Context: an optimization exercise on an open-source flow, tuned for small area. The choices shown serve that exercise and are no tape-out recipe.
The RTL was checked by simulation tests, not by an equivalence proof against the original design.
Power and IR drop assume default switching activity.

$ cat flow/design.v
package poly_arith_pkg;
    parameter int DWIDTH        = 256;           
    parameter int KEEP_WIDTH    = DWIDTH / 8;    
    parameter int BYTE_SIZE     = 8;
    parameter int Q             = 3329;          
    parameter int N             = 256;           
    parameter int LOG_N         = 8;             
    parameter int COEFF_WIDTH   = 12;            
    parameter int STORE_WIDTH   = 16;            
    parameter int COEFFS_PER_BEAT = DWIDTH / STORE_WIDTH;
    parameter int BEATS_PER_POLY  = N / COEFFS_PER_BEAT;
    typedef logic [11:0] coeff_t;  
    parameter logic [11:0] OMEGA_4_NTT  = 12'd1729;    
    parameter logic [11:0] OMEGA_4_INTT = 12'd1600;    
    parameter logic [11:0] INV_2_MOD_Q  = 12'd1665;    
    typedef enum logic [3:0] {
        PE_MODE_CWM    = 4'b1000,  
        PE_MODE_NTT    = 4'b1010,  
        PE_MODE_INTT   = 4'b1111,  
        PE_MODE_ADDSUB = 4'b0011,  
        PE_MODE_COMP   = 4'b1100,  
        PE_MODE_DECOMP = 4'b0100   
    } pe_mode_e;
endpackage : poly_arith_pkg
module mod_add(
    input   poly_arith_pkg::coeff_t op1_i,
    input   poly_arith_pkg::coeff_t op2_i,
    output  poly_arith_pkg::coeff_t result_o
);
    logic [12:0] sum;
    logic [12:0] sum_minus_q;
    always_comb begin
        sum = op1_i + op2_i;
        sum_minus_q = sum - 13'(poly_arith_pkg::Q);
        if (sum >= 13'(poly_arith_pkg::Q)) begin
            result_o = sum_minus_q[11:0];
        end else begin
            result_o = sum[11:0];
        end
    end
endmodule
module mod_sub(
    input   poly_arith_pkg::coeff_t op1_i,
    input   poly_arith_pkg::coeff_t op2_i,
    output  poly_arith_pkg::coeff_t result_o
);
    logic [12:0] diff;
    logic [12:0] diff_plus_q;
    always_comb begin
        diff = op1_i - op2_i;
        diff_plus_q = diff + 13'(poly_arith_pkg::Q);
        if (diff[12]) begin
            result_o = diff_plus_q[11:0];
        end else begin
            result_o = diff[11:0];
        end
    end
endmodule
module mod_uni_add_sub(
    input   poly_arith_pkg::coeff_t op1_i,
    input   poly_arith_pkg::coeff_t op2_i,
    input   logic   is_sub_i,  
    output  poly_arith_pkg::coeff_t result_o
);
    poly_arith_pkg::coeff_t         op2_final;
    logic [12:0]    sum_raw;
    logic [12:0]    sum_reduced;
    always_comb begin
        if (is_sub_i) begin
            op2_final = 13'(poly_arith_pkg::Q) - op2_i;
        end else begin
            op2_final = op2_i;
        end
        sum_raw = op1_i + op2_final;
        sum_reduced = sum_raw - 13'(poly_arith_pkg::Q);
        if (sum_raw >= 13'(poly_arith_pkg::Q)) begin
            result_o = sum_reduced[11:0];
        end else begin
            result_o = sum_raw[11:0];
        end
    end
endmodule
module mod_div_by_2 (
    input   poly_arith_pkg::coeff_t op_i,
    output  poly_arith_pkg::coeff_t op_o
);
    logic [12:0] intermediate;  
    always_comb begin
        if (op_i[0]) begin
            intermediate = op_i + 12'(poly_arith_pkg::Q);
        end else begin
            intermediate = {1'b0, op_i};
        end
        op_o = intermediate[12:1];
    end
endmodule
module mod_mul (
    input   logic   clk,
    input   logic   rst,
    input   poly_arith_pkg::coeff_t op1_i,
    input   poly_arith_pkg::coeff_t op2_i,
    input   logic   valid_i,
    output  poly_arith_pkg::coeff_t result_o,
    output  logic   valid_o
);
    poly_arith_pkg::coeff_t op1_reg, op2_reg;
    logic   valid_reg1;
    always_ff @(posedge clk) begin
        if (rst) begin
            op1_reg    <= '0;
            op2_reg    <= '0;
            valid_reg1 <= 1'b0;
        end else begin
            op1_reg    <= op1_i;
            op2_reg    <= op2_i;
            valid_reg1 <= valid_i;
        end
    end
    logic [23:0] mul_result;
    assign mul_result = op1_reg * op2_reg;
    logic [3:0]  chunk_23_20, chunk_19_16, chunk_15_12;
    logic [11:0] chunk_11_00;
    assign chunk_23_20 = mul_result[23:20];
    assign chunk_19_16 = mul_result[19:16];
    assign chunk_15_12 = mul_result[15:12];
    assign chunk_11_00 = mul_result[11:0];
    logic [11:0] lut_val_15_12, lut_val_19_16, lut_val_23_20;
    always_comb begin
        case(chunk_15_12)
            4'd0:    lut_val_15_12 = 12'd0;    4'd1:    lut_val_15_12 = 12'd767;
            4'd2:    lut_val_15_12 = 12'd1534; 4'd3:    lut_val_15_12 = 12'd2301;
            4'd4:    lut_val_15_12 = 12'd3068; 4'd5:    lut_val_15_12 = 12'd506;
            4'd6:    lut_val_15_12 = 12'd1273; 4'd7:    lut_val_15_12 = 12'd2040;
            4'd8:    lut_val_15_12 = 12'd2807; 4'd9:    lut_val_15_12 = 12'd245;
            4'd10:   lut_val_15_12 = 12'd1012; 4'd11:   lut_val_15_12 = 12'd1779;
            4'd12:   lut_val_15_12 = 12'd2546; 4'd13:   lut_val_15_12 = 12'd3313;
            4'd14:   lut_val_15_12 = 12'd751;  4'd15:   lut_val_15_12 = 12'd1518;
            default: lut_val_15_12 = '0;
        endcase
        case(chunk_19_16)
            4'd0:    lut_val_19_16 = 12'd0;    4'd1:    lut_val_19_16 = 12'd2285;
            4'd2:    lut_val_19_16 = 12'd1241; 4'd3:    lut_val_19_16 = 12'd197;
            4'd4:    lut_val_19_16 = 12'd2482; 4'd5:    lut_val_19_16 = 12'd1438;
            4'd6:    lut_val_19_16 = 12'd394;  4'd7:    lut_val_19_16 = 12'd2679;
            4'd8:    lut_val_19_16 = 12'd1635; 4'd9:    lut_val_19_16 = 12'd591;
            4'd10:   lut_val_19_16 = 12'd2876; 4'd11:   lut_val_19_16 = 12'd1832;
            4'd12:   lut_val_19_16 = 12'd788;  4'd13:   lut_val_19_16 = 12'd3073;
            4'd14:   lut_val_19_16 = 12'd2029; 4'd15:   lut_val_19_16 = 12'd985;
            default: lut_val_19_16 = '0;
        endcase
        case(chunk_23_20)
            4'd0:    lut_val_23_20 = 12'd0;    4'd1:    lut_val_23_20 = 12'd3270;
            4'd2:    lut_val_23_20 = 12'd3211; 4'd3:    lut_val_23_20 = 12'd3152;
            4'd4:    lut_val_23_20 = 12'd3093; 4'd5:    lut_val_23_20 = 12'd3034;
            4'd6:    lut_val_23_20 = 12'd2975; 4'd7:    lut_val_23_20 = 12'd2916;
            4'd8:    lut_val_23_20 = 12'd2857; 4'd9:    lut_val_23_20 = 12'd2798;
            4'd10:   lut_val_23_20 = 12'd2739; 4'd11:   lut_val_23_20 = 12'd2680;
            4'd12:   lut_val_23_20 = 12'd2621; 4'd13:   lut_val_23_20 = 12'd2562;
            4'd14:   lut_val_23_20 = 12'd2503; 4'd15:   lut_val_23_20 = 12'd2444;
            default: lut_val_23_20 = '0;
        endcase
    end
    logic [13:0] stage1_sum;
    assign stage1_sum = lut_val_23_20 + lut_val_19_16 + lut_val_15_12 + chunk_11_00;
    logic [13:0] stage2_sum;
    logic valid_reg2;
    always_ff @(posedge clk) begin
        if (rst) begin
            stage2_sum <= '0;
            valid_reg2 <= 1'b0;
        end else begin
            stage2_sum <= stage1_sum;
            valid_reg2 <= valid_reg1;
        end
    end
    logic [1:0] stage2_sum_13_12;
    assign stage2_sum_13_12 = stage2_sum[13:12];
    logic [11:0] stage2_sum_11_0;
    assign stage2_sum_11_0 = stage2_sum[11:0];
    logic [11:0] lut_val_13_12;
    always_comb begin
        case (stage2_sum_13_12)
            2'd0:    lut_val_13_12 = 12'd0;
            2'd1:    lut_val_13_12 = 12'd767;
            2'd2:    lut_val_13_12 = 12'd1534;
            2'd3:    lut_val_13_12 = 12'd2301;
            default: lut_val_13_12 = 12'd0;
        endcase
    end
    logic [12:0] final_sum;
    assign final_sum = stage2_sum_11_0 + lut_val_13_12;
    logic [12:0] final_sub;
    assign final_sub = final_sum - 13'(poly_arith_pkg::Q);
    logic [11:0] final_result_wire;
    assign final_result_wire = (final_sub[12]) ? final_sum[11:0] : final_sub[11:0];
    always_ff @(posedge clk) begin
        if (rst) begin
            result_o <= '0;
            valid_o  <= 1'b0;
        end else begin
            result_o <= final_result_wire;
            valid_o  <= valid_reg2;
        end
    end
endmodule
module delay_n #(
    parameter int DWIDTH = 12,
    parameter int DEPTH = 3
) (
    input  logic                clk,
    input  logic                rst,
    input  logic [DWIDTH-1:0]   data_i,
    output logic [DWIDTH-1:0]   data_o
);
    logic [DEPTH-1:0][DWIDTH-1:0] shift_reg;
    always_ff @(posedge clk) begin
        if (rst) begin
            shift_reg <= '0;
        end else begin
            shift_reg[0] <= data_i;
            for (int i = 1; i < DEPTH; i++) begin
                shift_reg[i] <= shift_reg[i-1];
            end
        end
    end
    assign data_o = shift_reg[DEPTH-1];
endmodule
module pe0 (
    input   logic           clk,
    input   logic           rst,
    input   poly_arith_pkg::coeff_t         a0_i,
    input   poly_arith_pkg::coeff_t         b0_i,
    input   poly_arith_pkg::coeff_t         w0_i,
    input   poly_arith_pkg::pe_mode_e       ctrl_i,
    input   logic           valid_i,
    output  poly_arith_pkg::coeff_t         u0_o,
    output  poly_arith_pkg::coeff_t         v0_o,
    output  logic           valid_o
);
    logic   delay_4_valid_data_i;
    logic   delay_4_valid_data_o;
    logic   delay_3_valid_data_i;
    logic   delay_3_valid_data_o;
    logic   delay_1_valid_data_i;
    logic   delay_1_valid_data_o;
    poly_arith_pkg::coeff_t delay_1_w0_data_i;
    poly_arith_pkg::coeff_t delay_1_w0_data_o;
    poly_arith_pkg::coeff_t delay_3_data_i;
    poly_arith_pkg::coeff_t delay_3_data_o;
    poly_arith_pkg::coeff_t delay_1_add_data_i;
    poly_arith_pkg::coeff_t delay_1_add_data_o;
    poly_arith_pkg::coeff_t delay_1_sub_data_i;
    poly_arith_pkg::coeff_t delay_1_sub_data_o;
    poly_arith_pkg::coeff_t mod_add_op1_i;
    poly_arith_pkg::coeff_t mod_add_op2_i;
    poly_arith_pkg::coeff_t mod_add_result_o;
    poly_arith_pkg::coeff_t mod_sub_op1_i;
    poly_arith_pkg::coeff_t mod_sub_op2_i;
    poly_arith_pkg::coeff_t mod_sub_result_o;
    poly_arith_pkg::coeff_t mod_mul_op1_i;
    poly_arith_pkg::coeff_t mod_mul_op2_i;
    poly_arith_pkg::coeff_t mod_mul_result_o;
    poly_arith_pkg::coeff_t mod_div_by_2_op_i;
    poly_arith_pkg::coeff_t mod_div_by_2_op_o;
    delay_n #(
        .DWIDTH (1),
        .DEPTH  (4)
    ) u_delay_4_valid (
        .clk(clk),
        .rst(rst),
        .data_i(delay_4_valid_data_i),
        .data_o(delay_4_valid_data_o)
    );
    assign delay_4_valid_data_i = ( ctrl_i == poly_arith_pkg::PE_MODE_NTT ||
                                    ctrl_i == poly_arith_pkg::PE_MODE_INTT ||
                                    ctrl_i == poly_arith_pkg::PE_MODE_CWM) ? valid_i : 1'b0;
    delay_n #(
        .DWIDTH (1),
        .DEPTH  (3)
    ) u_delay_3_valid (
        .clk(clk),
        .rst(rst),
        .data_i(delay_3_valid_data_i),
        .data_o(delay_3_valid_data_o)
    );
    assign delay_3_valid_data_i = ( ctrl_i == poly_arith_pkg::PE_MODE_COMP ||
                                    ctrl_i == poly_arith_pkg::PE_MODE_DECOMP) ? valid_i : 1'b0;
    delay_n #(
        .DWIDTH (1),
        .DEPTH  (1)
    ) u_delay_1_valid (
        .clk(clk),
        .rst(rst),
        .data_i(delay_1_valid_data_i),
        .data_o(delay_1_valid_data_o)
    );
    assign delay_1_valid_data_i = (ctrl_i == poly_arith_pkg::PE_MODE_ADDSUB) ? valid_i : 1'b0;
    delay_n #(
        .DWIDTH (poly_arith_pkg::COEFF_WIDTH),  
        .DEPTH  (1)
    ) u_delay_1_w0 (
        .clk(clk),
        .rst(rst),
        .data_i(delay_1_w0_data_i),
        .data_o(delay_1_w0_data_o)
    );
    assign delay_1_w0_data_i    = w0_i;
    delay_n #(
        .DWIDTH (poly_arith_pkg::COEFF_WIDTH),  
        .DEPTH  (3)
    ) u_delay_3 (
        .clk(clk),
        .rst(rst),
        .data_i(delay_3_data_i),
        .data_o(delay_3_data_o)
    );
    assign delay_3_data_i = ctrl_i[0] ? mod_div_by_2_op_o : a0_i;
    delay_n #(
        .DWIDTH (poly_arith_pkg::COEFF_WIDTH),  
        .DEPTH  (1)
    ) u_delay_1_add (
        .clk(clk),
        .rst(rst),
        .data_i(delay_1_add_data_i),
        .data_o(delay_1_add_data_o)
    );
    assign delay_1_add_data_i = mod_add_result_o;
    delay_n #(
        .DWIDTH (poly_arith_pkg::COEFF_WIDTH),  
        .DEPTH  (1)
    ) u_delay_1_sub (
        .clk(clk),
        .rst(rst),
        .data_i(delay_1_sub_data_i),
        .data_o(delay_1_sub_data_o)
    );
    assign delay_1_sub_data_i = mod_sub_result_o;
    mod_add u_mod_add (
        .op1_i      (mod_add_op1_i),
        .op2_i      (mod_add_op2_i),
        .result_o   (mod_add_result_o)
    );
    assign mod_add_op1_i    = ctrl_i[0] ? a0_i : delay_3_data_o;
    assign mod_add_op2_i    = ctrl_i[0] ? b0_i : mod_mul_result_o;
    mod_sub u_mod_sub (
        .op1_i      (mod_sub_op1_i),
        .op2_i      (mod_sub_op2_i),
        .result_o   (mod_sub_result_o)
    );
    always_comb begin
        case(ctrl_i)
            poly_arith_pkg::PE_MODE_CWM : begin
                mod_sub_op1_i = mod_mul_result_o;
                mod_sub_op2_i = delay_3_data_o;
            end
            default : begin
                mod_sub_op1_i = ctrl_i[0] ? a0_i : delay_3_data_o;
                mod_sub_op2_i = ctrl_i[0] ? b0_i : mod_mul_result_o;
            end
        endcase
    end
    mod_mul u_mod_mul (
        .clk        (clk),
        .rst        (rst),
        .valid_i    (),
        .op1_i      (mod_mul_op1_i),
        .op2_i      (mod_mul_op2_i),
        .result_o   (mod_mul_result_o),
        .valid_o     ()
    );
    assign mod_mul_op1_i    = ctrl_i[0] ? delay_1_w0_data_o : w0_i;
    assign mod_mul_op2_i    = ctrl_i[0] ? delay_1_sub_data_o : b0_i;
    mod_div_by_2 u_mod_div_by_2 (
        .op_i       (mod_div_by_2_op_i),
        .op_o       (mod_div_by_2_op_o)
    );
    assign mod_div_by_2_op_i = delay_1_add_data_o;
    assign u0_o     = ctrl_i[2] ? delay_3_data_o : delay_1_add_data_o;
    assign v0_o     = ctrl_i[2] ? mod_mul_result_o : delay_1_sub_data_o;
    always_comb begin
        if (ctrl_i == poly_arith_pkg::PE_MODE_ADDSUB) begin
            valid_o = delay_1_valid_data_o;
        end else if (ctrl_i == poly_arith_pkg::PE_MODE_COMP || ctrl_i == poly_arith_pkg::PE_MODE_DECOMP) begin
            valid_o = delay_3_valid_data_o;
        end else begin
            valid_o = delay_4_valid_data_o;
        end
    end
endmodule
module pe1 (
    input   logic           clk,
    input   logic           rst,
    input   poly_arith_pkg::coeff_t         a1_i,
    input   poly_arith_pkg::coeff_t         b1_i,
    input   poly_arith_pkg::coeff_t         c0_i,
    input   poly_arith_pkg::coeff_t         c1_i,
    input   poly_arith_pkg::pe_mode_e       ctrl_i,
    input   logic           valid_i,
    output  poly_arith_pkg::coeff_t         u1_o,
    output  poly_arith_pkg::coeff_t         v1_o,
    output  logic           valid_o
);
    logic delay_4_valid_data_i, delay_4_valid_data_o;
    logic delay_1_valid_data_i, delay_1_valid_data_o;
    poly_arith_pkg::coeff_t delay_1_add_data_i, delay_1_add_data_o;
    poly_arith_pkg::coeff_t delay_1_uni_add_sub_data_i, delay_1_uni_add_sub_data_o;
    poly_arith_pkg::coeff_t delay_3_u1_data_i, delay_3_u1_data_o;
    poly_arith_pkg::coeff_t delay_3_v1_data_i, delay_3_v1_data_o;
    poly_arith_pkg::coeff_t mod_add_op1_i, mod_add_op2_i, mod_add_result_o;
    poly_arith_pkg::coeff_t mod_div_by_2_op_i, mod_div_by_2_op_o;
    poly_arith_pkg::coeff_t mod_uni_add_sub_op1_i, mod_uni_add_sub_op2_i, mod_uni_add_sub_result_o;
    logic   mod_uni_add_sub_is_sub_i;
    delay_n #(
        .DWIDTH(1),
        .DEPTH(4)
    ) u_delay_4_valid (
        .clk(clk),
        .rst(rst),
        .data_i(delay_4_valid_data_i),
        .data_o(delay_4_valid_data_o)
    );
    assign delay_4_valid_data_i = (ctrl_i[3] == 1'b1) ? valid_i : 1'b0;
    delay_n #(
        .DWIDTH(1),
        .DEPTH(1)
    ) u_delay_1_valid (
        .clk(clk),
        .rst(rst),
        .data_i(delay_1_valid_data_i),
        .data_o(delay_1_valid_data_o)
    );
    assign delay_1_valid_data_i = (ctrl_i[3] == 1'b0) ? valid_i : 1'b0;
    delay_n #(
        .DWIDTH(poly_arith_pkg::COEFF_WIDTH),
        .DEPTH(1)
    ) u_delay_1_add (
        .clk(clk),
        .rst(rst),
        .data_i(delay_1_add_data_i),
        .data_o(delay_1_add_data_o)
    );
    assign delay_1_add_data_i = mod_add_result_o;
    delay_n #(
        .DWIDTH(poly_arith_pkg::COEFF_WIDTH),
        .DEPTH(1)
    ) u_delay_1_uni_add_sub (
        .clk(clk),
        .rst(rst),
        .data_i(delay_1_uni_add_sub_data_i),
        .data_o(delay_1_uni_add_sub_data_o)
    );
    assign delay_1_uni_add_sub_data_i = mod_uni_add_sub_result_o;
    delay_n #(
        .DWIDTH(poly_arith_pkg::COEFF_WIDTH),
        .DEPTH(3)
    ) u_delay_3_u1 (
        .clk(clk),
        .rst(rst),
        .data_i(delay_3_u1_data_i),
        .data_o(delay_3_u1_data_o)
    );
    assign delay_3_u1_data_i = ctrl_i[2] ? mod_div_by_2_op_o : delay_1_add_data_o;
    delay_n #(
        .DWIDTH(poly_arith_pkg::COEFF_WIDTH),
        .DEPTH(3)
    ) u_delay_3_v1 (
        .clk(clk),
        .rst(rst),
        .data_i(delay_3_v1_data_i),
        .data_o(delay_3_v1_data_o)
    );
    assign delay_3_v1_data_i = delay_1_uni_add_sub_data_o;
    mod_add u_mod_add (
        .op1_i      (mod_add_op1_i),
        .op2_i      (mod_add_op2_i),
        .result_o   (mod_add_result_o)
    );
    assign mod_add_op1_i    = a1_i;
    assign mod_add_op2_i    = ctrl_i[1] ? b1_i : c1_i;
    mod_div_by_2 u_mod_div_by_2 (
        .op_i       (mod_div_by_2_op_i),
        .op_o       (mod_div_by_2_op_o)
    );
    assign mod_div_by_2_op_i = delay_1_add_data_o;
    mod_uni_add_sub u_uni_add_sub(
        .op1_i      (mod_uni_add_sub_op1_i),
        .op2_i      (mod_uni_add_sub_op2_i),
        .is_sub_i   (mod_uni_add_sub_is_sub_i),
        .result_o   (mod_uni_add_sub_result_o)
    );
    assign mod_uni_add_sub_op1_i = ctrl_i[1] ? a1_i : c0_i;
    assign mod_uni_add_sub_op2_i = b1_i;
    assign mod_uni_add_sub_is_sub_i = ctrl_i[1];
    assign u1_o = ctrl_i[3] ? delay_3_u1_data_o : delay_1_add_data_o;
    assign v1_o = ctrl_i[3] ? delay_3_v1_data_o : delay_1_uni_add_sub_data_o;
    always_comb begin
        if (ctrl_i[3] == 1'b1) begin
            valid_o = delay_4_valid_data_o;
        end else begin
            valid_o = delay_1_valid_data_o;
        end
    end
endmodule
module pe2 (
    input   logic           clk,
    input   logic           rst,
    input   poly_arith_pkg::coeff_t         a2_i,
    input   poly_arith_pkg::coeff_t         b2_i,
    input   poly_arith_pkg::coeff_t         w1_i,
    input   poly_arith_pkg::coeff_t         w2_i,
    input   poly_arith_pkg::pe_mode_e       ctrl_i,
    input   logic           valid_i,
    output  poly_arith_pkg::coeff_t         u2_o,
    output  poly_arith_pkg::coeff_t         v2_o,
    output  logic           valid_o,
    output  poly_arith_pkg::coeff_t         m_o,
    output  logic           valid_m_o
);
    logic delay_4_valid_data_i;
    logic delay_4_valid_data_o;
    logic delay_3_valid_data_i;
    logic delay_3_valid_data_o;
    logic delay_1_valid_data_i;
    logic delay_1_valid_data_o;
    poly_arith_pkg::coeff_t delay_1_w1_data_i;
    poly_arith_pkg::coeff_t delay_1_w1_data_o;
    poly_arith_pkg::coeff_t delay_1_w2_data_i;
    poly_arith_pkg::coeff_t delay_1_w2_data_o;
    poly_arith_pkg::coeff_t delay_1_add_data_i;
    poly_arith_pkg::coeff_t delay_1_add_data_o;
    poly_arith_pkg::coeff_t delay_1_sub_data_i;
    poly_arith_pkg::coeff_t delay_1_sub_data_o;
    poly_arith_pkg::coeff_t mod_mul_1_op1_i;
    poly_arith_pkg::coeff_t mod_mul_1_op2_i;
    poly_arith_pkg::coeff_t mod_mul_1_result_o;
    poly_arith_pkg::coeff_t mod_mul_2_op1_i;
    poly_arith_pkg::coeff_t mod_mul_2_op2_i;
    poly_arith_pkg::coeff_t mod_mul_2_result_o;
    poly_arith_pkg::coeff_t mod_add_op1_i;
    poly_arith_pkg::coeff_t mod_add_op2_i;
    poly_arith_pkg::coeff_t mod_add_result_o;
    poly_arith_pkg::coeff_t mod_sub_op1_i;
    poly_arith_pkg::coeff_t mod_sub_op2_i;
    poly_arith_pkg::coeff_t mod_sub_result_o;
    poly_arith_pkg::coeff_t u2_mux_i;
    poly_arith_pkg::coeff_t v2_mux_i;
    delay_n #(
        .DWIDTH(1),
        .DEPTH(4)
    ) u_delay_4_valid (
        .clk(clk),
        .rst(rst),
        .data_i(delay_4_valid_data_i),
        .data_o(delay_4_valid_data_o)
    );
    assign delay_4_valid_data_i = ( ctrl_i == poly_arith_pkg::PE_MODE_NTT  ||
                                    ctrl_i == poly_arith_pkg::PE_MODE_INTT ||
                                    ctrl_i == poly_arith_pkg::PE_MODE_CWM) ? valid_i : 1'b0;
    delay_n #(
        .DWIDTH(1),
        .DEPTH(3)
    ) u_delay_3_valid (
        .clk(clk),
        .rst(rst),
        .data_i(delay_3_valid_data_i),
        .data_o(delay_3_valid_data_o)
    );
    assign delay_3_valid_data_i = ( ctrl_i == poly_arith_pkg::PE_MODE_CWM  ||
                                    ctrl_i == poly_arith_pkg::PE_MODE_COMP ||
                                    ctrl_i == poly_arith_pkg::PE_MODE_DECOMP) ? valid_i : 1'b0;
    delay_n #(
        .DWIDTH(1),
        .DEPTH(1)
    ) u_delay_1_valid (
        .clk(clk),
        .rst(rst),
        .data_i(delay_1_valid_data_i),
        .data_o(delay_1_valid_data_o)
    );
    assign delay_1_valid_data_i = (ctrl_i == poly_arith_pkg::PE_MODE_ADDSUB) ? valid_i : 1'b0;
    delay_n #(
        .DWIDTH (poly_arith_pkg::COEFF_WIDTH),  
        .DEPTH  (1)
    ) u_delay_1_w1 (
        .clk(clk),
        .rst(rst),
        .data_i(delay_1_w1_data_i),
        .data_o(delay_1_w1_data_o)
    );
    assign delay_1_w1_data_i = w1_i;
    delay_n #(
        .DWIDTH (poly_arith_pkg::COEFF_WIDTH),  
        .DEPTH  (1)
    ) u_delay_1_w2 (
        .clk(clk),
        .rst(rst),
        .data_i(delay_1_w2_data_i),
        .data_o(delay_1_w2_data_o)
    );
    assign delay_1_w2_data_i = w2_i;
    delay_n #(
        .DWIDTH (poly_arith_pkg::COEFF_WIDTH),  
        .DEPTH  (1)
    ) u_delay_1_add (
        .clk(clk),
        .rst(rst),
        .data_i(delay_1_add_data_i),
        .data_o(delay_1_add_data_o)
    );
    assign delay_1_add_data_i = mod_add_result_o;
    delay_n #(
        .DWIDTH (poly_arith_pkg::COEFF_WIDTH),  
        .DEPTH  (1)
    ) u_delay_1_sub (
        .clk(clk),
        .rst(rst),
        .data_i(delay_1_sub_data_i),
        .data_o(delay_1_sub_data_o)
    );
    assign delay_1_sub_data_i = mod_sub_result_o;
    mod_mul u_mod_mul_1 (
        .clk           (clk),
        .rst           (rst),
        .valid_i       (),
        .op1_i         (mod_mul_1_op1_i),
        .op2_i         (mod_mul_1_op2_i),
        .result_o      (mod_mul_1_result_o),
        .valid_o       ()
    );
    assign mod_mul_1_op1_i = ctrl_i[0] ? delay_1_add_data_o : a2_i;
    assign mod_mul_1_op2_i = ctrl_i[0] ? delay_1_w1_data_o : w1_i;
    mod_mul u_mod_mul_2 (
        .clk           (clk),
        .rst           (rst),
        .valid_i       (),
        .op1_i         (mod_mul_2_op1_i),
        .op2_i         (mod_mul_2_op2_i),
        .result_o      (mod_mul_2_result_o),
        .valid_o       ()
    );
    assign mod_mul_2_op1_i = ctrl_i[0] ? delay_1_w2_data_o : w2_i;
    assign mod_mul_2_op2_i = ctrl_i[0] ? delay_1_sub_data_o : b2_i;
    mod_add u_mod_add (
        .op1_i      (mod_add_op1_i),
        .op2_i      (mod_add_op2_i),
        .result_o   (mod_add_result_o)
    );
    assign mod_add_op1_i    = ctrl_i[0] ? a2_i : mod_mul_1_result_o;
    assign mod_add_op2_i    = ctrl_i[0] ? b2_i : mod_mul_2_result_o;
    mod_sub u_mod_sub (
        .op1_i      (mod_sub_op1_i),
        .op2_i      (mod_sub_op2_i),
        .result_o   (mod_sub_result_o)
    );
    assign mod_sub_op1_i    = ctrl_i[0] ? a2_i : mod_mul_1_result_o;
    assign mod_sub_op2_i    = ctrl_i[0] ? b2_i : mod_mul_2_result_o;
    assign u2_mux_i = ctrl_i[2] ? mod_mul_1_result_o : delay_1_add_data_o;
    assign v2_mux_i = ctrl_i[2] ? mod_mul_2_result_o : delay_1_sub_data_o;
    assign u2_o = ctrl_i[1] ? u2_mux_i : mod_mul_1_result_o;
    assign v2_o = ctrl_i[1] ? v2_mux_i : mod_mul_2_result_o;
    assign m_o = delay_1_add_data_o;
    always_comb begin
        if (ctrl_i == poly_arith_pkg::PE_MODE_ADDSUB) begin
            valid_o = delay_1_valid_data_o;
        end else if (   ctrl_i == poly_arith_pkg::PE_MODE_CWM ||
                        ctrl_i == poly_arith_pkg::PE_MODE_COMP ||
                        ctrl_i == poly_arith_pkg::PE_MODE_DECOMP) begin
            valid_o = delay_3_valid_data_o;
        end else begin
            valid_o = delay_4_valid_data_o;
        end
    end
    assign valid_m_o = (ctrl_i == poly_arith_pkg::PE_MODE_CWM) ? delay_4_valid_data_o : 1'b0;
endmodule
module pe3 (
    input   logic           clk,
    input   logic           rst,
    input   poly_arith_pkg::coeff_t         a3_i,
    input   poly_arith_pkg::coeff_t         b3_i,
    input   poly_arith_pkg::coeff_t         w3_i,
    input   poly_arith_pkg::coeff_t         tf_omega_4_i,
    input   poly_arith_pkg::pe_mode_e       ctrl_i,
    input   logic           valid_i,
    output  poly_arith_pkg::coeff_t         u3_o,
    output  poly_arith_pkg::coeff_t         v3_o,
    output  logic           valid_o
);
    logic   delay_4_valid_data_i;
    logic   delay_4_valid_data_o;
    logic   delay_3_valid_data_i;
    logic   delay_3_valid_data_o;
    logic   delay_1_valid_data_i;
    logic   delay_1_valid_data_o;
    poly_arith_pkg::coeff_t delay_1_w_data_i;
    poly_arith_pkg::coeff_t delay_1_w_data_o;
    poly_arith_pkg::coeff_t delay_3_data_i;
    poly_arith_pkg::coeff_t delay_3_data_o;
    poly_arith_pkg::coeff_t delay_1_add_data_i;
    poly_arith_pkg::coeff_t delay_1_add_data_o;
    poly_arith_pkg::coeff_t delay_1_sub_data_i;
    poly_arith_pkg::coeff_t delay_1_sub_data_o;
    poly_arith_pkg::coeff_t mod_add_op1_i;
    poly_arith_pkg::coeff_t mod_add_op2_i;
    poly_arith_pkg::coeff_t mod_add_result_o;
    poly_arith_pkg::coeff_t mod_sub_op1_i;
    poly_arith_pkg::coeff_t mod_sub_op2_i;
    poly_arith_pkg::coeff_t mod_sub_result_o;
    poly_arith_pkg::coeff_t mod_mul_op1_i;
    poly_arith_pkg::coeff_t mod_mul_op2_i;
    poly_arith_pkg::coeff_t mod_mul_result_o;
    poly_arith_pkg::coeff_t mod_div_by_2_op_i;
    poly_arith_pkg::coeff_t mod_div_by_2_op_o;
    delay_n #(
        .DWIDTH (1),
        .DEPTH  (4)
    ) u_delay_4_valid (
        .clk(clk),
        .rst(rst),
        .data_i(delay_4_valid_data_i),
        .data_o(delay_4_valid_data_o)
    );
    assign delay_4_valid_data_i = ( ctrl_i == poly_arith_pkg::PE_MODE_NTT ||
                                    ctrl_i == poly_arith_pkg::PE_MODE_INTT ||
                                    ctrl_i == poly_arith_pkg::PE_MODE_CWM) ? valid_i : 1'b0;
    delay_n #(
        .DWIDTH (1),
        .DEPTH  (3)
    ) u_delay_3_valid (
        .clk(clk),
        .rst(rst),
        .data_i(delay_3_valid_data_i),
        .data_o(delay_3_valid_data_o)
    );
    assign delay_3_valid_data_i = ( ctrl_i == poly_arith_pkg::PE_MODE_COMP ||
                                    ctrl_i == poly_arith_pkg::PE_MODE_DECOMP) ? valid_i : 1'b0;
    delay_n #(
        .DWIDTH (1),
        .DEPTH  (1)
    ) u_delay_1_valid (
        .clk(clk),
        .rst(rst),
        .data_i(delay_1_valid_data_i),
        .data_o(delay_1_valid_data_o)
    );
    assign delay_1_valid_data_i = (ctrl_i == poly_arith_pkg::PE_MODE_ADDSUB) ? valid_i : 1'b0;
    delay_n #(
        .DWIDTH (poly_arith_pkg::COEFF_WIDTH),  
        .DEPTH  (1)
    ) u_delay_1_w (
        .clk(clk),
        .rst(rst),
        .data_i(delay_1_w_data_i),
        .data_o(delay_1_w_data_o)
    );
    assign delay_1_w_data_i = ctrl_i[1] ? tf_omega_4_i : w3_i;
    delay_n #(
        .DWIDTH (poly_arith_pkg::COEFF_WIDTH),  
        .DEPTH  (3)
    ) u_delay_3 (
        .clk(clk),
        .rst(rst),
        .data_i(delay_3_data_i),
        .data_o(delay_3_data_o)
    );
    assign delay_3_data_i = ctrl_i[0] ? mod_div_by_2_op_o : a3_i;
    delay_n #(
        .DWIDTH (poly_arith_pkg::COEFF_WIDTH),  
        .DEPTH  (1)
    ) u_delay_1_add (
        .clk(clk),
        .rst(rst),
        .data_i(delay_1_add_data_i),
        .data_o(delay_1_add_data_o)
    );
    assign delay_1_add_data_i = mod_add_result_o;
    delay_n #(
        .DWIDTH (poly_arith_pkg::COEFF_WIDTH),  
        .DEPTH  (1)
    ) u_delay_1_sub (
        .clk(clk),
        .rst(rst),
        .data_i(delay_1_sub_data_i),
        .data_o(delay_1_sub_data_o)
    );
    assign delay_1_sub_data_i = mod_sub_result_o;
    mod_add u_mod_add (
        .op1_i      (mod_add_op1_i),
        .op2_i      (mod_add_op2_i),
        .result_o   (mod_add_result_o)
    );
    assign mod_add_op1_i    = ctrl_i[0] ? a3_i : delay_3_data_o;
    assign mod_add_op2_i    = ctrl_i[0] ? b3_i : mod_mul_result_o;
    mod_sub u_mod_sub (
        .op1_i      (mod_sub_op1_i),
        .op2_i      (mod_sub_op2_i),
        .result_o   (mod_sub_result_o)
    );
    assign mod_sub_op1_i    = ctrl_i[0] ? a3_i : delay_3_data_o;
    assign mod_sub_op2_i    = ctrl_i[0] ? b3_i : mod_mul_result_o;
    mod_mul u_mod_mul (
        .clk        (clk),
        .rst        (rst),
        .valid_i    (),
        .op1_i      (mod_mul_op1_i),
        .op2_i      (mod_mul_op2_i),
        .result_o   (mod_mul_result_o),
        .valid_o     ()
    );
    assign mod_mul_op1_i    =   ctrl_i[0] ?
                                delay_1_w_data_o :
                                delay_1_w_data_i;
    assign mod_mul_op2_i    = ctrl_i[0] ? delay_1_sub_data_o : b3_i;
    mod_div_by_2 u_mod_div_by_2 (
        .op_i       (mod_div_by_2_op_i),
        .op_o       (mod_div_by_2_op_o)
    );
    assign mod_div_by_2_op_i = delay_1_add_data_o;
    assign u3_o     = ctrl_i[2] ? delay_3_data_o : delay_1_add_data_o;
    assign v3_o     = ctrl_i[2] ? mod_mul_result_o : delay_1_sub_data_o;
    always_comb begin
        if (ctrl_i == poly_arith_pkg::PE_MODE_ADDSUB) begin
            valid_o = delay_1_valid_data_o;
        end else if (ctrl_i == poly_arith_pkg::PE_MODE_COMP || ctrl_i == poly_arith_pkg::PE_MODE_DECOMP) begin
            valid_o = delay_3_valid_data_o;
        end else begin
            valid_o = delay_4_valid_data_o;
        end
    end
endmodule
module pe_unit (
    input   logic           clk,
    input   logic           rst,
    input   logic           valid_i,
    input   logic [3:0]                     ctrl_i,    
    input   logic           mode_i,
    input   poly_arith_pkg::coeff_t         op_a0_i,
    input   poly_arith_pkg::coeff_t         op_a1_i,
    input   poly_arith_pkg::coeff_t         op_a2_i,
    input   poly_arith_pkg::coeff_t         op_a3_i,
    input   poly_arith_pkg::coeff_t         op_b0_i,
    input   poly_arith_pkg::coeff_t         op_b1_i,
    input   poly_arith_pkg::coeff_t         op_b2_i,
    input   poly_arith_pkg::coeff_t         op_b3_i,
    output  poly_arith_pkg::coeff_t         z0_o,
    output  poly_arith_pkg::coeff_t         z1_o,
    output  poly_arith_pkg::coeff_t         z2_o,
    output  poly_arith_pkg::coeff_t         z3_o,
    output  logic           valid_o
);
    poly_arith_pkg::coeff_t     pe0_a0_i, pe0_b0_i, pe0_w0_i;
    poly_arith_pkg::coeff_t     pe0_u0_o, pe0_v0_o;
    poly_arith_pkg::pe_mode_e   pe0_ctrl_i;
    logic       pe0_valid_i, pe0_valid_o;
    poly_arith_pkg::coeff_t     pe1_a1_i, pe1_b1_i, pe1_c0_i, pe1_c1_i;
    poly_arith_pkg::coeff_t     pe1_u1_o, pe1_v1_o;
    poly_arith_pkg::pe_mode_e   pe1_ctrl_i;
    logic       pe1_valid_i, pe1_valid_o;
    poly_arith_pkg::coeff_t     pe2_a2_i, pe2_b2_i, pe2_w1_i, pe2_w2_i;
    poly_arith_pkg::coeff_t     pe2_u2_o, pe2_v2_o, pe2_m_o;
    poly_arith_pkg::pe_mode_e   pe2_ctrl_i;
    logic       pe2_valid_i, pe2_valid_o, pe2_valid_m_o;
    poly_arith_pkg::coeff_t     pe3_a3_i, pe3_b3_i, pe3_w3_i, pe3_tf_omega_4_i;
    poly_arith_pkg::coeff_t     pe3_u3_o, pe3_v3_o;
    poly_arith_pkg::pe_mode_e   pe3_ctrl_i;
    logic       pe3_valid_i, pe3_valid_o;
    poly_arith_pkg::coeff_t op_b0_d3, op_b0_d4;
    poly_arith_pkg::coeff_t op_b1_d4;
    poly_arith_pkg::coeff_t op_b2_d4;
    poly_arith_pkg::coeff_t op_b3_d4;
    delay_n #(.DWIDTH(12), .DEPTH(3)) u_delay_b0_3 (
        .clk(clk), .rst(rst), .data_i(op_b0_i), .data_o(op_b0_d3)
    );
    delay_n #(.DWIDTH(12), .DEPTH(1)) u_delay_b0_4 (
        .clk(clk), .rst(rst), .data_i(op_b0_d3), .data_o(op_b0_d4)  
    );
    delay_n #(.DWIDTH(12), .DEPTH(4)) u_delay_b1_4 (
        .clk(clk), .rst(rst), .data_i(op_b1_i), .data_o(op_b1_d4)
    );
    delay_n #(.DWIDTH(12), .DEPTH(4)) u_delay_b2_4 (
        .clk(clk), .rst(rst), .data_i(op_b2_i), .data_o(op_b2_d4)
    );
    delay_n #(.DWIDTH(12), .DEPTH(4)) u_delay_b3_4 (
        .clk(clk), .rst(rst), .data_i(op_b3_i), .data_o(op_b3_d4)
    );
    poly_arith_pkg::coeff_t pe3_u3_o_d1;
    logic   pe3_valid_o_d1;
    delay_n #(.DWIDTH(12), .DEPTH(1)) u_delay_pe3_u3_out (
        .clk(clk), .rst(rst), .data_i(pe3_u3_o), .data_o(pe3_u3_o_d1)
    );
    delay_n #(.DWIDTH(1), .DEPTH(1)) u_delay_pe3_valid_out (
        .clk(clk), .rst(rst), .data_i(pe3_valid_o), .data_o(pe3_valid_o_d1)
    );
    pe0 u_pe0 (
        .clk        (clk),
        .rst        (rst),
        .a0_i       (pe0_a0_i),
        .b0_i       (pe0_b0_i),
        .w0_i       (pe0_w0_i),
        .ctrl_i     (pe0_ctrl_i),
        .valid_i    (pe0_valid_i),
        .u0_o       (pe0_u0_o),
        .v0_o       (pe0_v0_o),
        .valid_o    (pe0_valid_o)
    );
    pe1 u_pe1 (
        .clk        (clk),
        .rst        (rst),
        .a1_i       (pe1_a1_i),
        .b1_i       (pe1_b1_i),
        .c0_i       (pe1_c0_i),
        .c1_i       (pe1_c1_i),
        .ctrl_i     (pe1_ctrl_i),
        .valid_i    (pe1_valid_i),
        .u1_o       (pe1_u1_o),
        .v1_o       (pe1_v1_o),
        .valid_o    (pe1_valid_o)
    );
    pe2 u_pe2 (
        .clk        (clk),
        .rst        (rst),
        .a2_i       (pe2_a2_i),
        .b2_i       (pe2_b2_i),
        .w1_i       (pe2_w1_i),
        .w2_i       (pe2_w2_i),
        .ctrl_i     (pe2_ctrl_i),
        .valid_i    (pe2_valid_i),
        .u2_o       (pe2_u2_o),
        .v2_o       (pe2_v2_o),
        .valid_o    (pe2_valid_o),
        .m_o        (pe2_m_o),
        .valid_m_o  (pe2_valid_m_o)
    );
    pe3 u_pe3 (
        .clk            (clk),
        .rst            (rst),
        .a3_i           (pe3_a3_i),
        .b3_i           (pe3_b3_i),
        .w3_i           (pe3_w3_i),
        .tf_omega_4_i   (pe3_tf_omega_4_i),
        .ctrl_i         (pe3_ctrl_i),
        .valid_i        (pe3_valid_i),
        .u3_o           (pe3_u3_o),
        .v3_o           (pe3_v3_o),
        .valid_o        (pe3_valid_o)
    );
    always_comb begin
        pe0_a0_i = '0; pe0_b0_i = '0; pe0_w0_i = '0;
        pe1_a1_i = '0; pe1_b1_i = '0; pe1_c0_i = '0; pe1_c1_i = '0;
        pe2_a2_i = '0; pe2_b2_i = '0; pe2_w1_i = '0; pe2_w2_i = '0;
        pe3_a3_i = '0; pe3_b3_i = '0; pe3_w3_i = '0; pe3_tf_omega_4_i = '0;
        z0_o = '0; z1_o = '0; z2_o = '0; z3_o = '0;
        pe0_ctrl_i = poly_arith_pkg::pe_mode_e'(ctrl_i); pe1_ctrl_i = poly_arith_pkg::pe_mode_e'(ctrl_i);
        pe2_ctrl_i = poly_arith_pkg::pe_mode_e'(ctrl_i); pe3_ctrl_i = poly_arith_pkg::pe_mode_e'(ctrl_i);
        pe0_valid_i = 1'b0; pe1_valid_i = 1'b0;
        pe2_valid_i = 1'b0; pe3_valid_i = 1'b0;
        valid_o = 1'b0;
        case(ctrl_i)
            poly_arith_pkg::PE_MODE_CWM : begin
                pe1_valid_i = valid_i;
                pe2_valid_i = valid_i;
                pe0_valid_i = pe1_valid_o & pe2_valid_m_o;  
                pe3_valid_i = pe2_valid_o;                  
                pe0_a0_i = pe2_m_o;    
                pe0_b0_i = pe1_u1_o;   
                pe0_w0_i = pe1_v1_o;   
                pe1_a1_i = op_a2_i;    
                pe1_b1_i = op_a1_i;    
                pe1_c0_i = op_a0_i;    
                pe1_c1_i = op_a3_i;    
                pe2_a2_i = op_a0_i;    
                pe2_b2_i = op_a3_i;    
                pe2_w1_i = op_a2_i;    
                pe2_w2_i = op_a1_i;    
                pe3_a3_i = pe2_u2_o;   
                pe3_b3_i = pe2_v2_o;   
                pe3_w3_i = op_b0_d3;   
                z1_o = pe3_u3_o_d1;    
                z2_o = pe0_v0_o;       
                valid_o = pe0_valid_o & pe3_valid_o_d1;  
            end
            poly_arith_pkg::PE_MODE_NTT : begin
                if (mode_i == 1'b0) begin
                    pe0_valid_i = valid_i;
                    pe2_valid_i = valid_i;
                    pe1_valid_i = pe0_valid_o & pe2_valid_o;
                    pe3_valid_i = pe0_valid_o & pe2_valid_o;
                    pe0_a0_i = op_a0_i;    
                    pe0_b0_i = op_a2_i;    
                    pe0_w0_i = op_b0_i;    
                    pe1_a1_i = pe0_u0_o;   
                    pe1_b1_i = pe2_u2_o;   
                    pe2_a2_i = op_a1_i;    
                    pe2_b2_i = op_a3_i;    
                    pe2_w1_i = op_b1_i;    
                    pe2_w2_i = op_b2_i;    
                    pe3_a3_i = pe0_v0_o;   
                    pe3_b3_i = pe2_v2_o;   
                    pe3_tf_omega_4_i = op_b3_d4;  
                    z0_o = pe1_u1_o;       
                    z1_o = pe1_v1_o;       
                    z2_o = pe3_u3_o;       
                    z3_o = pe3_v3_o;       
                    valid_o = pe1_valid_o & pe3_valid_o;
                end else begin
                    pe0_valid_i = valid_i;
                    pe2_valid_i = valid_i;
                    pe0_a0_i = op_a0_i;
                    pe0_b0_i = op_a2_i;
                    pe0_w0_i = op_b0_i;
                    pe2_a2_i = op_a1_i;
                    pe2_b2_i = op_a3_i;
                    pe2_w1_i = op_b1_i;  
                    pe2_w2_i = op_b2_i;
                    z0_o = pe0_u0_o;
                    z1_o = pe0_v0_o;
                    z2_o = pe2_u2_o;
                    z3_o = pe2_v2_o;
                    valid_o = pe0_valid_o & pe2_valid_o;
                end
            end
            poly_arith_pkg::PE_MODE_INTT : begin
                if (mode_i == 1'b0) begin
                    pe1_valid_i = valid_i;
                    pe3_valid_i = valid_i;
                    pe0_valid_i = pe1_valid_o & pe3_valid_o;
                    pe2_valid_i = pe1_valid_o & pe3_valid_o;
                    pe0_a0_i = pe3_u3_o;   
                    pe0_b0_i = pe1_u1_o;   
                    pe0_w0_i = op_b0_d4;   
                    pe1_a1_i = op_a2_i;    
                    pe1_b1_i = op_a3_i;    
                    pe2_a2_i = pe3_v3_o;   
                    pe2_b2_i = pe1_v1_o;   
                    pe2_w1_i = op_b1_d4;   
                    pe2_w2_i = op_b2_d4;   
                    pe3_a3_i = op_a0_i;    
                    pe3_b3_i = op_a1_i;    
                    pe3_tf_omega_4_i = op_b3_i;  
                    z0_o = pe0_u0_o;       
                    z1_o = pe2_u2_o;       
                    z2_o = pe0_v0_o;       
                    z3_o = pe2_v2_o;       
                    valid_o = pe0_valid_o & pe2_valid_o;
                end else begin
                    pe0_valid_i = valid_i;
                    pe2_valid_i = valid_i;
                    pe0_a0_i = op_a0_i;    
                    pe0_b0_i = op_a1_i;    
                    pe0_w0_i = op_b0_i;
                    pe2_a2_i = op_a2_i;    
                    pe2_b2_i = op_a3_i;    
                    pe2_w1_i = op_b1_i;    
                    pe2_w2_i = op_b2_i;
                    z0_o = pe0_u0_o;
                    z1_o = pe0_v0_o;
                    z2_o = pe2_u2_o;
                    z3_o = pe2_v2_o;
                    valid_o = pe0_valid_o & pe2_valid_o;
                end
            end
            poly_arith_pkg::PE_MODE_ADDSUB : begin
                pe0_valid_i = valid_i;
                pe1_valid_i = valid_i;
                pe2_valid_i = valid_i;
                pe3_valid_i = valid_i;
                pe0_a0_i = op_a0_i;
                pe0_b0_i = op_b0_i;
                pe1_a1_i = op_a1_i;
                pe1_b1_i = op_b1_i;
                pe2_a2_i = op_a2_i;
                pe2_b2_i = op_b2_i;
                pe3_a3_i = op_a3_i;
                pe3_b3_i = op_b3_i;
                if (mode_i == 1'b0) begin
                    z0_o = pe0_u0_o;
                    z1_o = pe1_u1_o;
                    z2_o = pe2_u2_o;
                    z3_o = pe3_u3_o;
                end else begin
                    z0_o = pe0_v0_o;
                    z1_o = pe1_v1_o;
                    z2_o = pe2_v2_o;
                    z3_o = pe3_v3_o;
                end
                valid_o = pe0_valid_o & pe1_valid_o & pe2_valid_o & pe3_valid_o;
            end
            poly_arith_pkg::PE_MODE_COMP, poly_arith_pkg::PE_MODE_DECOMP : begin
                pe0_valid_i = valid_i;
                pe2_valid_i = valid_i;
                pe3_valid_i = valid_i;
                pe0_b0_i = op_a0_i;    
                pe0_w0_i = op_b0_i;    
                pe2_a2_i = op_a1_i;    
                pe2_b2_i = op_a2_i;    
                pe2_w1_i = op_b1_i;    
                pe2_w2_i = op_b2_i;    
                pe3_b3_i = op_a3_i;    
                pe3_w3_i = op_b3_i;    
                z0_o = pe0_v0_o;       
                z1_o = pe2_u2_o;       
                z2_o = pe2_v2_o;       
                z3_o = pe3_v3_o;       
                valid_o = pe0_valid_o & pe2_valid_o & pe3_valid_o;
            end
            default : begin
            end
        endcase
    end
endmodule
$ cat flow/run.sh
#!/bin/bash
# synth_recipe.tcl (not shown) runs the flow's synth.tcl, then flattens the netlist and writes it again
# the make line also repeats each setting of config.mk as NAME=value (left out here)
make -C /OpenROAD-flow-scripts/flow DESIGN_CONFIG=/design/flow/config.mk WORK_HOME=/design/flow/orfs CLKGATE_MAP_FILE= SYNTH_SCRIPT=/design/flow/synth_recipe.tcl finish
$ cat flow/config.mk
export PLATFORM = sky130hd
export DESIGN_NAME = pe_unit
export DESIGN_NICKNAME = pe_unit
export VERILOG_FILES = /design/flow/design.v
export SDC_FILE = /design/flow/constraint.sdc
export NUM_CORES = 4
export LEC_CHECK = 0
export CAP_MARGIN = 20
export CORE_MARGIN = 2
export CORE_UTILIZATION = 25
export PLACE_DENSITY = 0.38
export SLEW_MARGIN = 20
$ cat flow/constraint.sdc
create_clock -name core_clock -period 9.5 [get_ports {clk}]
set_input_delay 1.9000 -clock core_clock [delete_from_list [all_inputs] [get_ports {clk}]]
set_output_delay 1.9000 -clock core_clock [all_outputs]
set_load 0.01 [all_outputs]
==> flow_summary.yaml <==
global_routing:
  grt_remaining_overflow: 0
  grt.total_usage_pct: 19.4
  grt_max_degree: 106
  grt_pass1_vias: 55700
  antenna_found_initial: 19
  grt_pass1_wl_um: 380000
cts:
  cts_setup_buffers: 0
  post_cts_resized: 0
  ctsRootBufferMaster: "clkbuf_16"
  clk_pin_slew_ns: 0.06
  htree_levels: 3
  cts_tree: "yes"
  clock-sinks: 722
  ctsLongestPathBuffers: 3
  clock_latency_ns: 0.74
  cts-hold-fix-buffers: 0
  cts_buffers: 89
critical_path:
  rr_startpoint: "u_pe2.u_mod_mul_2.op2_reg[5]$_SDFF_PP0_"
  arrival_ns: 9.55
  slowest_delay_ns: 0.55
  reg2reg_slack_ns: 0.57
  ff2ff_path_depth: 35
  timing.rr.end: "u_pe2.u_mod_mul_2.stage2_sum[11]$_SDFF_PP0_"
  startpoint_type: "register"
  critPathMaxFanout: 7
  crit_required_ns: 10.12
  crit_type: "register to register"
  crit_top_cell: "fa_1"
  slowest_stage: "fa_1"
  end_kind: "register"
die:
  initial_utilization_pct: 25.1
  rows: 186
  coreArea_um2: 257000
  die-width_um: 512
  dieArea_um2: 262000
  die_y_um: 512
  io_pins: 153
routing:
  antenna_left: 0
  drc_errors: 0
  wl_per_cell_um: 23.1
  wl_um: 259000
  vias: 55300
  detail_route.first_pass.iterations: 11
  viasPerCell: 4.93
  drt_first_iter_violations: 4694
yosys:
  synth_edf_count: 0
  async_flop_share_pct: 0
  ys_ff_latch: 722
  syn_inst: 7752
  synth_warnings: 16
  syn_area_per_cell_um2: 8.33
  ys.flop_type: "dfxtp_1"
  synth-seq-area-share_pct: 22.4
  ys_types: 93
  synth_area_um2: 64600
  syn_nets: 8933
placed_design:
  dpl.hpwl_um: 205000
  place_congestion: 0.934
  port_buffers: 152
power_and_ir_drop:
  cellPowerDensity_nw_per_um2: 141
  pwr-share-seq_pct: 35.5
  ir_drop_uv: 126
  clockPowerShare_pct: 32.9
  p_comb_share_pct: 31.6
  p_int_uw: 6430
  sw_frac_of_total_pct: 37.6
  p_leak_uw: 0.0316
  power.switching_uw: 3870
hold_path:
  holdPathEnd: "u_pe1.u_delay_3_u1.shift_reg[18]$_SDFF_PP0_"
  min_from: "u_pe1.u_delay_3_u1.shift_reg[6]$_SDFF_PP0_"
  hp-class: "register to register"
  holdPathStages: 1
sta:
  finalSetupViolCount: 0
  finalSetupTns_ns: 0
  fmax_mhz: 112
  tightest_slew_ns: 1.35
  grt_setup_unrepaired: "no"
  hold_slack_ns: 0.413
  slew_viol_final: 0
  worst_clock_skew_ns: 0.0508
  finalHoldViolations: 0
  slew_headroom_pct: 7.48
  min_period_ns: 8.93
  timing.final.crit_share_pct: 94.0
run_status:
  status: "no timing/DRC/antenna violations"
final_layout:
  nNetsFinal: 8938
  areaGrowthSynthToFinish_pct: 13.5
  fill_cells: 27700
  drive_above_1_share_pct: 6.84
  mostFrequentLayoutCell: "inv_1"
  final_cell_mix: "874 x inv_1, 789 x nor2_1, 693 x dfxtp_1, 656 x nand2_1, 569 x ha_1"
job:
  maxCapViolCount: 0
-- power groups by stage --
stage | clock [µW] | sequential [µW] | combinational (µW)
finish | 3380 | 3660 | 3260
global route | 3600 | 3670 | 3570
CTS | 3490 | 3650 | 3230
detailed placement | 0 | 3710 | 3200
global placement | 0 | 3710 | 3200
floorplan | 0 | 3460 | 2180
-- final cells by class --
cell class	count	area [µm²]	area share, %
sequential	722	14500	19.8
multi-input combinational	5741	45500	62.1
timing repair buffer	319	2820	3.84
tap	3384	4230	5.78
antenna	9	22.5	0.0307
inverter	884	3320	4.53
clock inverter	36	362	0.493
clock buffer	124	2550	3.48
-- synthesized netlist by cell type, types with 30 or more instances --
library cell    n  area share (%)
o21bai_1       33            0.38
o21ai_0       267             2.1
and2_1        271             2.6
mux2i_1       127             2.0
a21oi_1       460             3.6
nor2b_1       369             3.6
dfxtp_1       722              22
nand2_1       658             3.8
mux2_2         48            0.84
ha_1          569              11
nand2b_1       39            0.38
a221oi_1       55            0.75
buf_1          44            0.26
a31oi_1        58            0.56
inv_1         878             5.1
and3_1         43            0.42
o31ai_1        35            0.41
o22ai_1        42            0.41
nand4_1        40            0.39
nor2_1        789             4.6
or3_1          30            0.29
a222oi_1       99             1.5
a22oi_1        45            0.52
xnor2_1       205             2.8
nor3_1        105            0.81
fa_1          508              16
xor2_1         89             1.2
a21o_1        101             1.2
clkbuf_1      354             2.1
o21a_1         58            0.67
a211oi_1       71            0.83
o211ai_1       47            0.55
nand3_1       107            0.83
-- critical path: cells and delay by family, from the launching register on --
kind / cells / cell delay (ns)
xor gates and xnor gates: 1 / 0.21
DFF: 1 / 0.47
buffers and inverters: 7 / 0.61
adders and majority gates: 11 / 4.61
and+or+nand+nor: 4 / 0.56
muxes: 2 / 0.76
AOI/OAI and AO/OA: 10 / 1.59
-- per-layer routing --
metal  GRT usage [%]  vias up  share of wire (%)
li1                -    26100                  -
met3            2.71      469                4.9
met5               0        -              0.011
met2            31.7     1665                 46
met1            24.9    27100                 43
met4            9.86        6                5.9
-- how the worst max path moves through the flow --
stage                                             from  slack (ns)                                           to  cells past startpoint
5_1_grt        u_pe2.u_mod_mul_1.op2_reg[7]$_SDFF_PP0_       0.002  u_pe2.u_mod_mul_1.stage2_sum[11]$_SDFF_PP0_                     30
4_1_cts          u_pe0.u_mod_mul.op1_reg[3]$_SDFF_PP0_        0.16    u_pe0.u_mod_mul.stage2_sum[12]$_SDFF_PP0_                     34
3_5_place_dp     u_pe0.u_mod_mul.op1_reg[3]$_SDFF_PP0_        0.15    u_pe0.u_mod_mul.stage2_sum[12]$_SDFF_PP0_                     34
6_report       u_pe2.u_mod_mul_2.op2_reg[5]$_SDFF_PP0_        0.57  u_pe2.u_mod_mul_2.stage2_sum[11]$_SDFF_PP0_                     35
3_3_place_gp     u_pe0.u_mod_mul.op1_reg[3]$_SDFF_PP0_        0.22    u_pe0.u_mod_mul.stage2_sum[12]$_SDFF_PP0_                     34
2_1_floorplan    u_pe3.u_mod_mul.op1_reg[7]$_SDFF_PP0_        0.73    u_pe3.u_mod_mul.stage2_sum[12]$_SDFF_PP0_                     36
-- logic make-up after synthesis --
family / Yosys count / synth area share [%]
simple gates: 2552 / 18.9
compound gates: 1627 / 17.1
buf+inv: 1289 / 7.53
fa+ha+maj: 1077 / 26.8
flops: 722 / 22.4
xor+xnor: 295 / 4.02
mux: 190 / 3.33
-- stage by stage --
step	utilization [%]	power, µW	cells	setup slack (ns)	instance area (µm²)
final	28.5	10300	11200	0.570	73300
after global routing	28.5	10800	11200	0.00186	73300
after CTS	28.4	10400	11200	0.162	73000
after detailed placement	27.3	6910	11000	0.147	70100
after global placement	27.3	6910	11000	0.221	70100
after floorplan	-	5640	7752	0.728	64600

re-timing with driven ports:
The results above use ideal ports. As a check the final layout listed here was re-extracted and re-timed, cells and wires unchanged. Step 1: set_driving_cell puts a clkbuf_16 on clk and a buf_2 on each other input, an assumption about the parent block. Step 2 adds t to the input delays and takes it off the output delays; t is the mean of the earliest and latest rising clock arrival at the registers after step 1. Input paths then give back, and output paths get back, about the clock's delay inside the block. a / b / c = no drivers / after step 1 / after step 2; a / b = the first two.
t, ns: 0.804
setup slack, ns: 0.570 / 0.570 / 0.570
slew at the worst register clock pin (ns): 0.07 / 0.07
After both steps this run still meets setup and hold. For this run, drivers alone change the setup slack by 0.000 ns; drivers and shift together by 0.000 ns.
